From an optimization exercise on the open Yosys and OpenROAD flow, aimed at small area; shortcuts taken in it are not production practice. No functional check of the RTL was part of any run shown here. Power and IR drop assume default switching activity.

==> flow/design.v <==
module motor_driver_wrapper (  
input PCLK,  
input PRESERN,  
input PSEL,  
input PENABLE,  
output wire PREADY,  
output wire PSLVERR,  
input PWRITE,  
input [31:0] PADDR,  
input wire [31:0] PWDATA,  
output wire [31:0] PRDATA,  
output wire [3:0] pulseX,
output wire [3:0] pulseY,
output reg [3:0] LED,
output wire [1:0] motionstateY
);
reg [1:0] DIRX;
reg [1:0] DIRY;
assign PREADY = 1;
assign PSLVERR = 0;
assign PRDATA = 32'b0;
wire WRITE_EN;
assign WRITE_EN = (PSEL && PENABLE && PWRITE);
always@(posedge PCLK) begin
if(~PRESERN) begin
	DIRX = 2'b11;
	DIRY = 2'b11;
	LED = 4'b1111;
end
if (WRITE_EN && PADDR[3:2] == 2'b00) begin
	DIRX = PWDATA[1:0];
	if (PWDATA[1:0] == 2'b01)
		LED[1:0] = 2'b10;
	else if (PWDATA[1:0] == 2'b10)
		LED[1:0] = 2'b01;
	else if (PWDATA[1:0] == 2'b11)
		LED[1:0] = 2'b11;
	else
		LED[1:0] = 2'b00;
end
if (WRITE_EN && PADDR[3:2] == 2'b01) begin
	DIRY = PWDATA[1:0];
	if (PWDATA[1:0] == 2'b01)
		LED[3:2] = 2'b10;
	else if (PWDATA[1:0] == 2'b10)
		LED[3:2] = 2'b01;
	else if (PWDATA[1:0] == 2'b11)
		LED[3:2] = 2'b11;
	else
		LED[3:2] = 2'b00;
end
end
motors_driver d1(.clock(PCLK), .reset(PRESERN), .dirX(DIRX), .dirY(DIRY), .pulseX(pulseX), .pulseY(pulseY), .motionstateY(motionstateY));
endmodule
module motors_driver(clock, reset, dirX, dirY, pulseX, pulseY,motionstateY);
input clock, reset;
input [1:0] dirX, dirY;
wire [1:0] dirXtest;
assign dirXtest = dirX;
parameter STOP = 2'b00;
parameter ACCEL = 2'b01;
parameter RUN = 2'b10;
parameter DECEL = 2'b11;
output reg[3:0] pulseX;
output reg [3:0] pulseY;
reg pulseEnX;
reg pulseEnY;
reg pulseClkX;
reg pulseClkY;
reg [1:0] motionstateX;
output reg [1:0] motionstateY;
reg [1:0] nextmotionstateX, nextmotionstateY;
reg [1:0] prevdirX, prevdirY;
reg [25:0] speedX;
reg [25:0] speedY;
parameter OFF = 3'b000;			 
parameter STEP1 = 3'b001;		 
parameter STEP2 = 3'b010;		 
parameter STEP3 = 3'b011;		 
parameter STEP4 = 3'b100;		 
reg [28:0] countX, countY;
wire riseX = (countX >= speedX) && ~pulseClkX;
wire riseY = (countY >= speedY) && ~pulseClkY;
always @(posedge clock)
begin
	if(~reset) begin
		pulseClkX <= 0;
		countX <= 0;
	end
	else if(countX >= speedX) begin
		pulseClkX <= ~pulseClkX;
		countX <= 0;
	end
	else begin
		countX <= countX + 2;
	end		
end
always @(posedge clock)
begin
	if(~reset) begin
		pulseClkY <= 0;
		countY <= 0;
	end
	else if(countY >= speedY) begin
		pulseClkY <= ~pulseClkY;
		countY <= 0;
	end
	else begin
		countY <= countY + 2;
	end
end
reg [2:0] stateX;
reg [2:0] stateY;
reg [2:0] nextstateX, nextstateY;
always@ *
begin
	nextstateX = stateX;
	nextstateY = stateY;
	case (stateX)
	OFF:	begin
			nextstateX = STEP1;
			end
	STEP1: 	begin
			if(dirX == 2'b10 || ((dirX == 2'b01 || dirX == 2'b00) && motionstateX == DECEL)) begin
			nextstateX = STEP2;
			end
			if(dirX == 2'b01 || ((dirX == 2'b10 || dirX == 2'b00) && motionstateX == DECEL)) begin
			nextstateX = STEP4;
			end
		end
	STEP2: 	begin
			if(dirX == 2'b10 || ((dirX == 2'b01 || dirX == 2'b00) && motionstateX == DECEL)) begin
			nextstateX = STEP3;
			end
			if(dirX == 2'b01 || ((dirX == 2'b10 || dirX == 2'b00) && motionstateX == DECEL)) begin
			nextstateX = STEP1;
			end
		end
	STEP3: 	begin
			if(dirX == 2'b10 || ((dirX == 2'b01 || dirX == 2'b00) && motionstateX == DECEL)) begin
			nextstateX = STEP4;
			end
			if(dirX == 2'b01 || ((dirX == 2'b10 || dirX == 2'b00) && motionstateX == DECEL))begin
			nextstateX = STEP2;
			end
		end
	STEP4: 	begin
			if(dirX == 2'b10 || ((dirX == 2'b01 || dirX == 2'b00) && motionstateX == DECEL)) begin
			nextstateX = STEP1;
			end
			if(dirX == 2'b01 || ((dirX == 2'b10 || dirX == 2'b00) && motionstateX == DECEL)) begin
			nextstateX = STEP3;
			end
		end
	default: nextstateX = OFF;
	endcase
	case (stateY)
	OFF:	begin
			nextstateY = STEP1;
			end
	STEP1: 	begin
			if(dirY == 2'b10 || ((dirY == 2'b01 || dirY == 2'b00) && motionstateY == DECEL)) begin
			nextstateY = STEP2;
			end
			if(dirY == 2'b01 || ((dirY == 2'b10 || dirY == 2'b00) && motionstateY == DECEL)) begin
			nextstateY = STEP4;
			end
		end
	STEP2: 	begin
			if(dirY == 2'b10 || ((dirY == 2'b01 || dirY == 2'b00) && motionstateY == DECEL)) begin
			nextstateY = STEP3;
			end
			if(dirY == 2'b01 || ((dirY == 2'b10 || dirY == 2'b00) && motionstateY == DECEL)) begin
			nextstateY = STEP1;
			end
		end
	STEP3: 	begin
			if(dirY == 2'b10 || ((dirY == 2'b01 || dirY == 2'b00) && motionstateY == DECEL)) begin
			nextstateY = STEP4;
			end
			if(dirY == 2'b01 || ((dirY == 2'b10 || dirY == 2'b00) && motionstateY == DECEL)) begin
			nextstateY = STEP2;
			end
		end
	STEP4: 	begin
			if(dirY == 2'b10 || ((dirY == 2'b01 || dirY == 2'b00) && motionstateY == DECEL)) begin
			nextstateY = STEP1;
			end
			if(dirY == 2'b01 || ((dirY == 2'b10 || dirY == 2'b00) && motionstateY == DECEL)) begin
			nextstateY = STEP3;
			end
		end
	default: nextstateY = OFF;
	endcase
end
always@ (posedge clock)
begin
	if(~reset) begin
		stateX <= OFF;
	end
	else if(~riseX) begin
	end
	else if(~pulseEnX) begin			 
		stateX <= OFF;
	end
	else begin
		stateX <= nextstateX;
	end
end
always@ (posedge clock)
begin
	if(~reset) begin
		stateY <= OFF;
	end
	else if(~riseY) begin
	end
	else if(~pulseEnY) begin			 
		stateY <= OFF;
	end
	else begin
		stateY <= nextstateY;
	end
end
always@ *
begin
	case(stateX)
	OFF: 	begin
			pulseX = 4'b0000;
			end
	STEP1:	begin
			pulseX = 4'b1001;
			end
	STEP2:	begin
			pulseX = 4'b0101;
			end
	STEP3:	begin
			pulseX = 4'b0110;
			end
	STEP4:	begin
			pulseX = 4'b1010;
			end
	default: pulseX = 4'b0000;
	endcase
	case(stateY)
	OFF: 	begin
			pulseY = 4'b0000;
			end
	STEP1:	begin
			pulseY = 4'b1001;
			end
	STEP2:	begin
			pulseY = 4'b0101;
			end
	STEP3:	begin
			pulseY = 4'b0110;
			end
	STEP4:	begin
			pulseY = 4'b1010;
			end
	default: pulseY = 4'b0000;
	endcase
end
always @*
begin
	case(motionstateX)
	STOP:	if(dirX == 2'b10 || dirX == 2'b01) begin
				nextmotionstateX = ACCEL;
			end
			else begin
				nextmotionstateX = STOP;
			end
	ACCEL:	if(speedX <= 15'b101110111000000 ) begin
				nextmotionstateX = RUN;
			end
			else if(prevdirX != dirX) begin
				nextmotionstateX = DECEL;
			end
			else begin
				nextmotionstateX = ACCEL;
			end
	RUN:	if(prevdirX != dirX) begin
				nextmotionstateX = DECEL;
			end
			else begin
				nextmotionstateX = RUN;
			end
	DECEL:	if((speedX >= 17'b11000011010100000) ) begin
				nextmotionstateX = STOP;
			end
			else begin
				nextmotionstateX = DECEL;
			end
	default: nextmotionstateX = STOP;
	endcase
	case(motionstateY)
	STOP:	if(dirY == 2'b10 || dirY == 2'b01) begin
				nextmotionstateY = ACCEL;
			end
			else begin
				nextmotionstateY = STOP;
			end
	ACCEL:	if(speedY <= 16'b1000010011010000) begin
				nextmotionstateY = RUN;
			end
			else if(prevdirY != dirY) begin
				nextmotionstateY = DECEL;
			end
			else begin
				nextmotionstateY = ACCEL;
			end
	RUN:	if(prevdirY != dirY) begin
				nextmotionstateY = DECEL;
			end
			else begin
				nextmotionstateY = RUN;
			end
	DECEL:	if((speedY >= 17'b11000011010100000) ) begin
				nextmotionstateY = STOP;
			end
			else begin
				nextmotionstateY = DECEL;
			end
	default: nextmotionstateY = STOP;
	endcase
end
always @(posedge clock)
begin
	if(~reset) begin
		motionstateX <= STOP;
		speedX <= 17'b11000011010100000;
		prevdirX <= 2'b11;
	end
	else if(riseX) begin
	motionstateX <= nextmotionstateX;
	case(motionstateX)
	STOP: 	speedX <= 17'b11000011010100000;
	ACCEL: 	speedX <= speedX - 9'b111110100;
	DECEL: 	speedX <= speedX + 9'b111110100;
	RUN:	speedX <= 15'b101110111000000;
	endcase
	prevdirX <= dirX;
	end
end
always @(posedge clock)
begin
	if(~reset) begin
		motionstateY <= STOP;
		speedY <= 17'b11000011010100000;
		prevdirY <= 2'b11;
	end
	else if(riseY) begin
	motionstateY <= nextmotionstateY;
	case(motionstateY)
	STOP: 	speedY <= 17'b11000011010100000;
	ACCEL: 	speedY <= speedY - 8'b11111010;
	DECEL: 	speedY <= speedY + 8'b11111010;
	RUN:	speedY <= 16'b1000010011010000;
	endcase
	prevdirY <= dirY;
	end
end
always @ (posedge clock)
begin
	if(~reset) begin
		pulseEnX <= 0;
		pulseEnY <= 0;
	end
	else begin
	case(motionstateX)
	STOP:	begin
			pulseEnX <= 0;
			end
	ACCEL:	begin
			pulseEnX <= 1;
			end
	RUN:	begin
			pulseEnX <= 1;
			end
	DECEL:	begin
			pulseEnX <= 1;
			end
	endcase
	case(motionstateY)
	STOP:	begin
			pulseEnY <= 0;
			end
	ACCEL:	begin
			pulseEnY <= 1;
			end
	RUN:	begin
			pulseEnY <= 1;
			end
	DECEL:	begin
			pulseEnY <= 1;
			end
	endcase
	end
end
endmodule
==> flow/run.sh <==
#!/bin/bash
# synth_recipe.tcl (not shown) runs the flow's synth.tcl, then flattens the netlist and writes it again
# the make line also repeats each setting of config.mk as NAME=value (left out here)
make -C /OpenROAD-flow-scripts/flow DESIGN_CONFIG=/design/flow/config.mk WORK_HOME=/design/flow/orfs CLKGATE_MAP_FILE= SYNTH_SCRIPT=/design/flow/synth_recipe.tcl finish
==> flow/config.mk <==
export PLATFORM = sky130hd
export DESIGN_NAME = motor_driver_wrapper
export DESIGN_NICKNAME = motor_driver_wrapper
export VERILOG_FILES = /design/flow/design.v
export SDC_FILE = /design/flow/constraint.sdc
export NUM_CORES = 4
export LEC_CHECK = 0
export CAP_MARGIN = 20
export CORE_MARGIN = 2
export CORE_UTILIZATION = 40
export SLEW_MARGIN = 20
==> flow/constraint.sdc <==
create_clock -name core_clock -period 10.0 [get_ports {PCLK}]
set_input_delay 2.0000 -clock core_clock [delete_from_list [all_inputs] [get_ports {PCLK}]]
set_output_delay 2.0000 -clock core_clock [all_outputs]
set_load 0.01 [all_outputs]
==> qor.yml, run 1 <==
synth_top_area_share: 0.2585
timing.hold.worst.class: "reg -> reg"
numCtsBuffers: 17
synth_seq_cells: 131
cts_num_sinks: 131
detailroute.via_count: 8420
std_cell_rows: 56
clock-skew-final_ps: 11.27
critPathMaxFanout: 38
place.gp.congestion: 0.8974
cp_data_required_time_ps: 10330
die_w_um: 158.3
hold_buffers: 0
synth_commonest_cells: "sky130_fd_sc_hd__dfxtp_1, sky130_fd_sc_hd__nand2_1, sky130_fd_sc_hd__nor2_1"
yosys.area.top_type: "sky130_fd_sc_hd__dfxtp_1"
final-setup-viol-count: 0
design_area_mm2: 0.01050
drt-total-wl_um: 23080
grt_use_total: 0.1940
n_fill_cell: 2366
minimum_hold_slack_ps: 470.4
fin_crit_sh: 0.4109
power_switching_share: 0.3249
core_area_mm2: 0.02340
route.detailed.drc: 0
synthCells: 1227
run_status: "complete, no violations"
worstMarginPinSlew_ps: 1040
wl_per_cell_um: 14.85
fin_nets: 1379
clock_power_share: 0.395
setup_tns_ps: 0
postSynth.topFlopCell: "sky130_fd_sc_hd__dfxtp_1"
internal_power_w: 0.001159
tritoncts: "done"
yosysMostFrequentCell: "sky130_fd_sc_hd__dfxtp_1"
synth_seq_area_share: 0.2838
fp.dieArea_mm2: 0.02506
drive_gt1_frac: 0.04211
power_density_mw_per_mm2: 163.5
wire_length_of_the_first_global_routing_pass_um: 39250
grt_setup_unrepaired: "false"
antenna_found_initial: 1
dpl-instance-area_mm2: 0.009862
synthTopCellsByArea: "sky130_fd_sc_hd__dfxtp_1, sky130_fd_sc_hd__ha_1, sky130_fd_sc_hd__a21oi_1"
async_flop_share: 0
antenna-diode-count: 0
worst-endpoint-arrival_ps: 4440
synthesis.area_mm2: 0.009524
clk_path_buf_depth: 2
post-dp-hpwl_um: 16380
synth.yosys.warnings: 2
synthesis.area_per_instance_um2: 7.762
final-max-slew-violation-count: 0
die-height_um: 158.3
numPortBuffers: 22
pin_count_of_the_biggest_net_entering_global_routing: 40
synth-edff-count: 8
detail-route-antenna-nets: 0
drt_first_pass_iters: 5
ys_types: 77
p_leak_nw: 4.167
post_drt_via_cell_ratio: 5.418
finalHoldViolations: 0
slew_headroom: 0.3069
fmaxAchievable_ghz: 0.2434
cts_setup_buffers: 0
pwr-share-comb: 0.259
cap_viol_max_count: 0
cts_htree_levels: 4
clk-insertion-delay-late_ps: 430
timing.setup.critical_path_class: "in -> reg"
worstSetupEndpointType: "register"
initial_core_util: 0.4070
overflow: 0
timing.critical_path.from_type: "primary input"
drt_first_iter_violations: 494
min_period_ps: 4109
pwr-share-seq: 0.346
design.portCount: 117
worst_setup_hold_path_clk_slew_ps: 60
cts.repair.resized: 0
vias_in_the_first_global_route: 7908
clockRootBuffer: "sky130_fd_sc_hd__clkbuf_16"
area_delta_synth_final_pct: 10.23
total_switching_power_w: 0.0005576
worst_ir_drop_vdd_mv: 0.1086
-- per-stage QoR --
| step | total power, W | instances | worst slack, ps | utilization |
|---|---|---|---|---|
| CTS | 0.001723 | 1554 | 5915 | 0.4485 |
| floorplan | 0.0009471 | 1263 | 6702 | - |
| global placement | 0.001038 | 1522 | 5505 | 0.4214 |
| global route | 0.001813 | 1554 | 5793 | 0.4486 |
| finish | 0.001716 | 1554 | 5891 | 0.4486 |
| detailed placement | 0.001043 | 1522 | 5479 | 0.4214 |
-- layout by cell type, fill, tap and decap left out, drive strengths merged, types with 5 or more instances in the layout --
cell type / synthesis / final
nor2: 117 / 117
o311ai: 6 / 6
edfxtp: 8 / 8
and2: 8 / 8
clkdlybuf4s50: 0 / 22
inv: 65 / 67
nand4: 24 / 24
clkbuf: 50 / 20
nor4: 9 / 9
nor2b: 8 / 8
o21a: 14 / 14
or2: 8 / 8
clkinv: 2 / 6
or4: 6 / 6
nand4b: 5 / 5
conb: 2 / 38
nor3: 25 / 25
mux2i: 7 / 7
o31ai: 8 / 8
a211oi: 18 / 18
ha: 88 / 88
and3: 22 / 22
nand2b: 8 / 8
xnor2: 33 / 33
a21oi: 90 / 90
o211ai: 10 / 10
a211o: 5 / 5
or3: 13 / 13
a31oi: 16 / 16
a21o: 39 / 39
xor2: 47 / 47
a22o: 5 / 5
nand3: 68 / 68
nand2: 119 / 119
dfxtp: 123 / 123
o21ai: 58 / 58
buf: 39 / 7
-- layer usage --
metal | track usage | vias up | wire [um]
met5 | 0 | - | 8
met4 | 0.07036 | 2 | 427
met3 | 0.03266 | 31 | 823
met2 | 0.3037 | 138 | 10120
met1 | 0.2689 | 3921 | 11700
li1 | - | 4328 | -
-- critical path, stage by stage --
cell                              delay, ps
sky130_fd_sc_hd__clkdlybuf4s50_1        460
sky130_fd_sc_hd__buf_4                  430
sky130_fd_sc_hd__clkinv_1               500
sky130_fd_sc_hd__buf_4                  410
sky130_fd_sc_hd__or3_1                  350
sky130_fd_sc_hd__o311ai_1               230
-- layout make-up --
cell class | count | area, um^2 | share of cell area
Tap cell | 319 | 399.1 | 0.03802
Timing Repair Buffer | 29 | 272.8 | 0.02598
Clock inverter | 12 | 177.7 | 0.01692
Clock buffer | 20 | 456.7 | 0.04350
Sequential cell | 131 | 2703 | 0.2574
Multi-Input combinational cell | 976 | 6233 | 0.5937
Inverter | 67 | 256.5 | 0.02443
-- flip-flops by register name (all words and copies together), names as in the netlist --
| signal | count |
|---|---|
| d1.stateY | 3 |
| d1.pulseEnX | 1 |
| d1.countX | 28 |
| DIRX | 2 |
| d1.stateX | 3 |
| DIRY | 2 |
| d1.motionstateX | 2 |
| d1.motionstateY | 2 |
| d1.countY | 28 |
| d1.prevdirX | 2 |
| d1.prevdirY | 2 |
| LED | 4 |
| d1.pulseEnY | 1 |
| d1.speedY | 25 |
| d1.pulseClkY | 1 |
| d1.speedX | 24 |
| d1.pulseClkX | 1 |
-- path summary, 6_finish.rpt --
path                      start            end  slack [ps]  depth (start not counted)
max reg2reg  d1.motionstateX[1]  d1.speedX[22]        6380                         11
max                     PRESERN  d1.speedY[22]        5890                          6
min reg2reg        d1.countX[1]   d1.countX[1]         470                          1
min                d1.countX[1]   d1.countX[1]         470                          1
-- power groups by stage --
stage | Sequential [W] | Combinational (W) | Clock (W)
after floorplan | 0.000587 | 0.000360 | 0
after global placement | 0.000604 | 0.000434 | 0
after detailed placement | 0.000604 | 0.000439 | 0
after CTS | 0.000593 | 0.000441 | 0.000689
after global routing | 0.000599 | 0.000503 | 0.000712
final | 0.000594 | 0.000445 | 0.000678
-- logic make-up (layout without fill, tap and decap cells) --
logic type | Yosys count | after routing | synth area share
buffers and inverters | 156 | 128 | 0.07659
other | 2 | 38 | 0.0007885
and+or+nand+nor | 448 | 448 | 0.2245
DFF | 131 | 131 | 0.2838
AOI/OAI and AO/OA | 314 | 314 | 0.2168
xor gates and xnor gates | 80 | 80 | 0.07357
adders and majority gates | 89 | 89 | 0.1167
muxes | 7 | 7 | 0.007357
==> run 2, diff against run 1 <==
==> flow/design.v (replaced) <==
module motor_driver_wrapper (
input PCLK,
input PRESERN,
input PSEL,
input PENABLE,
output wire PREADY,
output wire PSLVERR,
input PWRITE,
input [31:0] PADDR,
input wire [31:0] PWDATA,
output wire [31:0] PRDATA,
output wire [3:0] pulseX,
output wire [3:0] pulseY,
output wire [3:0] LED,
output wire [1:0] motionstateY
);
reg [1:0] DIRX;
reg [1:0] DIRY;
assign PREADY = 1'b1;
assign PSLVERR = 1'b0;
assign PRDATA = 32'b0;
wire WRITE_EN = PSEL & PENABLE & PWRITE;
always @(posedge PCLK) begin
	if (WRITE_EN && PADDR[3:2] == 2'b00) DIRX <= PWDATA[1:0];
	else if (~PRESERN) DIRX <= 2'b11;
	if (WRITE_EN && PADDR[3:2] == 2'b01) DIRY <= PWDATA[1:0];
	else if (~PRESERN) DIRY <= 2'b11;
end
assign LED = {DIRY[0], DIRY[1], DIRX[0], DIRX[1]};
wire [1:0] msX;
motor_axis #(.PW(8), .PRE(250), .KW(8), .KSTART(200), .KMAX(48)) ax (
	.clock(PCLK), .reset(PRESERN), .dir(DIRX), .pulse(pulseX), .ms(msX));
motor_axis #(.PW(7), .PRE(125), .KW(9), .KSTART(400), .KMAX(136)) ay (
	.clock(PCLK), .reset(PRESERN), .dir(DIRY), .pulse(pulseY), .ms(motionstateY));
endmodule
module motor_axis #(parameter PW = 8, PRE = 250, KW = 8, KSTART = 200, KMAX = 48) (
	input clock,
	input reset,
	input [1:0] dir,
	output wire [3:0] pulse,
	output reg [1:0] ms
);
localparam STOP = 2'b00, ACCEL = 2'b01, RUN = 2'b10, DECEL = 2'b11;
reg [PW-1:0] b;
reg [KW-1:0] a;
reg [KW-1:0] k;
reg pclk;
reg [1:0] prevdir;
reg on, x, y;
wire bz = (b == 0);
wire bw = (b == PRE-1);
wire trig = bz && (a == k);
wire rise = trig && ~pclk;
wire clr = trig | ~reset;
always @(posedge clock) begin
	if (clr) begin
		b <= 0;
		a <= 0;
	end else if (bw) begin
		b <= 0;
		a <= a + 1'b1;
	end else begin
		b <= b + 1'b1;
	end
	if (~reset) pclk <= 1'b0;
	else if (trig) pclk <= ~pclk;
end
reg [1:0] nms;
always @* begin
	case (ms)
	STOP:  nms = (dir[0] ^ dir[1]) ? ACCEL : STOP;
	ACCEL: nms = (k == KMAX) ? RUN : (prevdir != dir) ? DECEL : ACCEL;
	RUN:   nms = (prevdir != dir) ? DECEL : RUN;
	default: nms = (k == KSTART) ? STOP : DECEL;
	endcase
end
wire decel = (ms == DECEL);
wire back = (dir == 2'b01) | (decel & (dir != 2'b11));
wire fwd = (dir == 2'b10) & ~decel;
always @(posedge clock) begin
	if (~reset) begin
		ms <= STOP;
		k <= KSTART;
		prevdir <= 2'b11;
		on <= 1'b0;
	end else if (rise) begin
		ms <= nms;
		case (ms)
		STOP:  k <= KSTART;
		ACCEL: k <= k - 1'b1;
		RUN:   k <= KMAX;
		default: k <= k + 1'b1;
		endcase
		prevdir <= dir;
		on <= (ms != STOP);
	end
end
always @(posedge clock) begin
	if (reset && rise) begin
		if (~on) begin
			x <= 1'b1;
			y <= 1'b1;
		end else if (back) begin
			x <= y;
			y <= ~x;
		end else if (fwd) begin
			x <= ~y;
			y <= x;
		end
	end
end
assign pulse = on ? {x, ~x, ~y, y} : 4'b0000;
endmodule
==> qor.yml, run 2 <==
synth_fa_ha_area_frac: 0.03698  # was 0.1167
drt_first_pass_iters: 4  # was 5
cts_num_sinks: 69  # was 131
worstSetupEndpointType: "primary output"  # was register
tritoncts: "done"  # unchanged
worst_setup_hold_path_clk_slew_ps: 70  # was 60 ps
yosys.area.top_type: "sky130_fd_sc_hd__dfxtp_1"  # unchanged
wl_per_cell_um: 12.80  # was 14.85 um
slew_headroom: 0.5789  # was 0.3069
min_period_ps: 3720  # was 4109 ps
clockRootBuffer: "sky130_fd_sc_hd__clkbuf_8"  # was sky130_fd_sc_hd__clkbuf_16
reg_top3: "ay.a (9), ay.k (9)"  # was d1.countX (28), d1.countY (28), d1.speedY (25)
synth.mux.area_fraction: 0.02134  # was 0.007357
capture_endpoint_of_the_worst_hold_path: "ay.b[0]"  # was d1.countX[1]
cap_viol_max_count: 0  # unchanged
detailroute.via_count: 3599  # was 8420
clk-insertion-delay-late_ps: 350  # was 430 ps
cts.repair.resized: 0  # unchanged
final-max-slew-violation-count: 0  # unchanged
final-instance-count-excl-fill: 689  # was 1554
worst-endpoint-arrival_ps: 1720  # was 4440 ps
critPathMaxFanout: 19  # was 38
post_drt_via_cell_ratio: 5.224  # was 5.418
core_area_mm2: 0.01079  # was 0.02340 mm^2
design_area_mm2: 0.004730  # was 0.01050 mm^2
drt-total-wl_um: 8820  # was 23080 um
ys_types: 64  # was 77
wire_length_of_the_first_global_routing_pass_um: 15110  # was 39250 um
critPathBufInv: 1  # was 4
pin_count_of_the_biggest_net_entering_global_routing: 24  # was 40
area_delta_synth_final_pct: 7.539  # was 10.23%
timing.critical_path.from_type: "register"  # was primary input
design.portCount: 117  # unchanged
grt_use_total: 0.1597  # was 0.1940
drive_gt1_frac: 0.06922  # was 0.04211
timing.setup.critical_path_class: "reg -> out"  # was in -> reg
initial_core_util: 0.4075  # was 0.4070
post_place_cells: 673  # was 1522
synthCells: 542  # was 1227
critical_path.slowest_cell: "sky130_fd_sc_hd__dfxtp_1"  # was sky130_fd_sc_hd__clkinv_1
dpl-instance-area_mm2: 0.004513  # was 0.009862 mm^2
fmaxAchievable_ghz: 0.2688  # was 0.2434 GHz
synthesis.area_mm2: 0.004398  # was 0.009524 mm^2
min_delay_path_depth: 1  # unchanged
post-layout-total-power_w: 0.0005705  # was 0.001716 W
cpPeakStageDelay_ps: 720  # was 500 ps
synthesis.area_per_instance_um2: 8.114  # was 7.762 um^2
crit-reg2reg-capture: "ay.k[6]"  # was d1.speedX[22]
synth-edff-count: 8  # unchanged
final_core_util: 0.4382  # was 0.4486
synth_compound_area_frac: 0.1329  # was 0.2168
fin_crit_sh: 0.3720  # was 0.4109
clk_path_buf_depth: 2  # unchanged
drt_first_iter_violations: 182  # was 494
top_cell_family_by_delay_on_the_critical_path: "flip-flops"  # was buffers and inverters
synth_top_area_share: 0.2777  # was 0.2585
worst_r2r_startpoint: "ay.ms[1]"  # was d1.motionstateX[1]
route.detailed.drc: 0  # unchanged
timing.hold.worst.class: "reg -> reg"  # unchanged
power_density_mw_per_mm2: 120.6  # was 163.5 mW/mm^2
setup_tns_ps: 0  # unchanged
cts_setup_buffers: 0  # unchanged
std_cell_rows: 38  # was 56
grt_setup_unrepaired: "false"  # unchanged
worstRegToRegCells: 9  # was 11
synth_simple_gate_area_share: 0.2526  # was 0.2245
numPortBuffers: 22  # unchanged
final-setup-viol-count: 0  # unchanged
synth_commonest_cells: "sky130_fd_sc_hd__dfxtp_1, sky130_fd_sc_hd__nor2_1, sky130_fd_sc_hd__nand2_1"  # was sky130_fd_sc_hd__dfxtp_1, sky130_fd_sc_hd__nand2_1, sky130_fd_sc_hd__nor2_1
yosys.area_share.xor_xnor: 0.1124  # was 0.07357
hold_buffers: 0  # unchanged
synth_seq_cells: 69  # was 131
combinational_family_with_the_most_area_after_synthesis: "simple AND/OR/NAND/NOR gates"  # unchanged
die-height_um: 108.9  # was 158.3 um
die_w_um: 108.9  # was 158.3 um
post-dp-hpwl_um: 6354  # was 16380 um
detail-route-antenna-nets: 0  # unchanged
antenna-diode-count: 0  # unchanged
reg2reg_slack_ps: 7350  # was 6380 ps
numCtsBuffers: 9  # was 17
run_status: "complete, no violations"  # unchanged
worstMarginPinSlew_ps: 625.8  # was 1040 ps
cp_data_required_time_ps: 8000  # was 10330 ps
p_leak_nw: 1.654  # was 4.167 nW
synth_seq_area_share: 0.3323  # was 0.2838
postSynth.topFlopCell: "sky130_fd_sc_hd__dfxtp_1"  # unchanged
synth.yosys.warnings: 3  # was 2
antenna_found_initial: 0  # was 1
finalHoldViolations: 0  # unchanged
vias_in_the_first_global_route: 3270  # was 7908
synthTopCellsByArea: "sky130_fd_sc_hd__dfxtp_1, sky130_fd_sc_hd__xnor2_1, sky130_fd_sc_hd__buf_4"  # was sky130_fd_sc_hd__dfxtp_1, sky130_fd_sc_hd__ha_1, sky130_fd_sc_hd__a21oi_1
final_cell_mix: "sky130_fd_sc_hd__nor2_1, sky130_fd_sc_hd__dfxtp_1, sky130_fd_sc_hd__nand2_1"  # was sky130_fd_sc_hd__dfxtp_1, sky130_fd_sc_hd__nand2_1, sky130_fd_sc_hd__nor2_1
timing.critical_path.cells: "clkdlybuf4s50_1"  # was clkdlybuf4s50_1, buf_4, clkinv_1, buf_4, or3_1, o311ai_1
fin_nets: 626  # was 1379
cts_htree_levels: 3  # was 4
hold_path.startpoint: "ay.b[0]"  # was d1.countX[1]
async_flop_share: 0  # unchanged
clock-skew-final_ps: 9.591  # was 11.27 ps
worst_ir_drop_vdd_mv: 0.04992  # was 0.1086 mV
place.gp.congestion: 0.8345  # was 0.8974
overflow: 0  # unchanged
fp.dieArea_mm2: 0.01185  # was 0.02506 mm^2
[run 2: routing by layer]
layer | vias up | GRT usage | wire, um
met1 | 1651 | 0.2087 | 4175
met3 | 10 | 0.03945 | 630
met5 | - | 0 | 0
met4 | 0 | 0.07418 | 134
li1 | 1816 | - | -
met2 | 122 | 0.2478 | 3880
[run 2: kinds of logic after synthesis]
family,count (synthesis)
AOI/OAI and AO/OA,93
xor gates and xnor gates,53
adders and majority gates,13
buffers and inverters,82
DFF,69
muxes,9
other,2
and+or+nand+nor,221
[run 2: area by class of cell]
cell class / instances / area [um^2]
timing repair buffer: 25 / 242.7
multi-input combinational: 423 / 2574
clock inverter: 4 / 71.32
fill: 1065 / 6063
inverter: 16 / 60.06
tap: 140 / 175.2
clock buffer: 12 / 145.1
sequential: 69 / 1461
[run 2: stage by stage]
step,setup WS (ps),hold slack (ps)
3_5_place_dp,6035,450.1
6_report,6280,466.8
4_1_cts,6280,467.7
5_1_grt,6200,519.6
3_3_place_gp,6039,438.7
2_1_floorplan,6798,425.5
[run 2: how the worst max path moves through the flow]
stage | from | to | slack (ps) | cells past startpoint
finish | ay.ms[1] | motionstateY[1] | 6280 | 1
global route | ay.ms[1] | motionstateY[1] | 6200 | 1
global placement | PRESERN | ay.k[7] | 6040 | 5
detailed placement | PRESERN | ay.k[7] | 6040 | 5
floorplan | PRESERN | ay.x | 6800 | 4
CTS | ay.ms[1] | motionstateY[1] | 6280 | 1
[run 2: power by group]
| group | total (W) | leakage (nW) | internal [W] | switching [W] |
|---|---|---|---|---|
| sequential | 0.000287 | 0.564 | 0.000283 | 0.00000404 |
| combinational | 0.0000317 | 0.985 | 0.0000121 | 0.0000195 |
| clock | 0.000252 | 0.104 | 0.000147 | 0.000106 |

afterwards: timing with drivers on the ports:
Ports are ideal in the flow. The routed layouts listed here were re-timed in OpenROAD. Step 1 assumes that a clkbuf_16 drives the clock port and a buf_2 every other input. Step 2 times the ports against the registers' clock, not the clock port: input delays grow and output delays shrink by t, the midpoint of the rising clock arrivals with the driver on. Three values: ideal ports, drivers, drivers and shift; two values: the first two.
run | shift t [ns] | slack for setup (ns) | worst slew at a driven data input, ns | pins driven straight from the clock port
run 1 | 0.471 | 5.891 / 5.919 / 5.448 | 0.03 | 1
run 2 | 0.373 | 6.280 / 6.248 / 6.024 | 0.06 | 1
After both steps setup and hold are still met in every run listed. For run 1, which loses most, drivers alone change the setup slack by +0.028 ns; drivers and shift together by -0.443 ns.
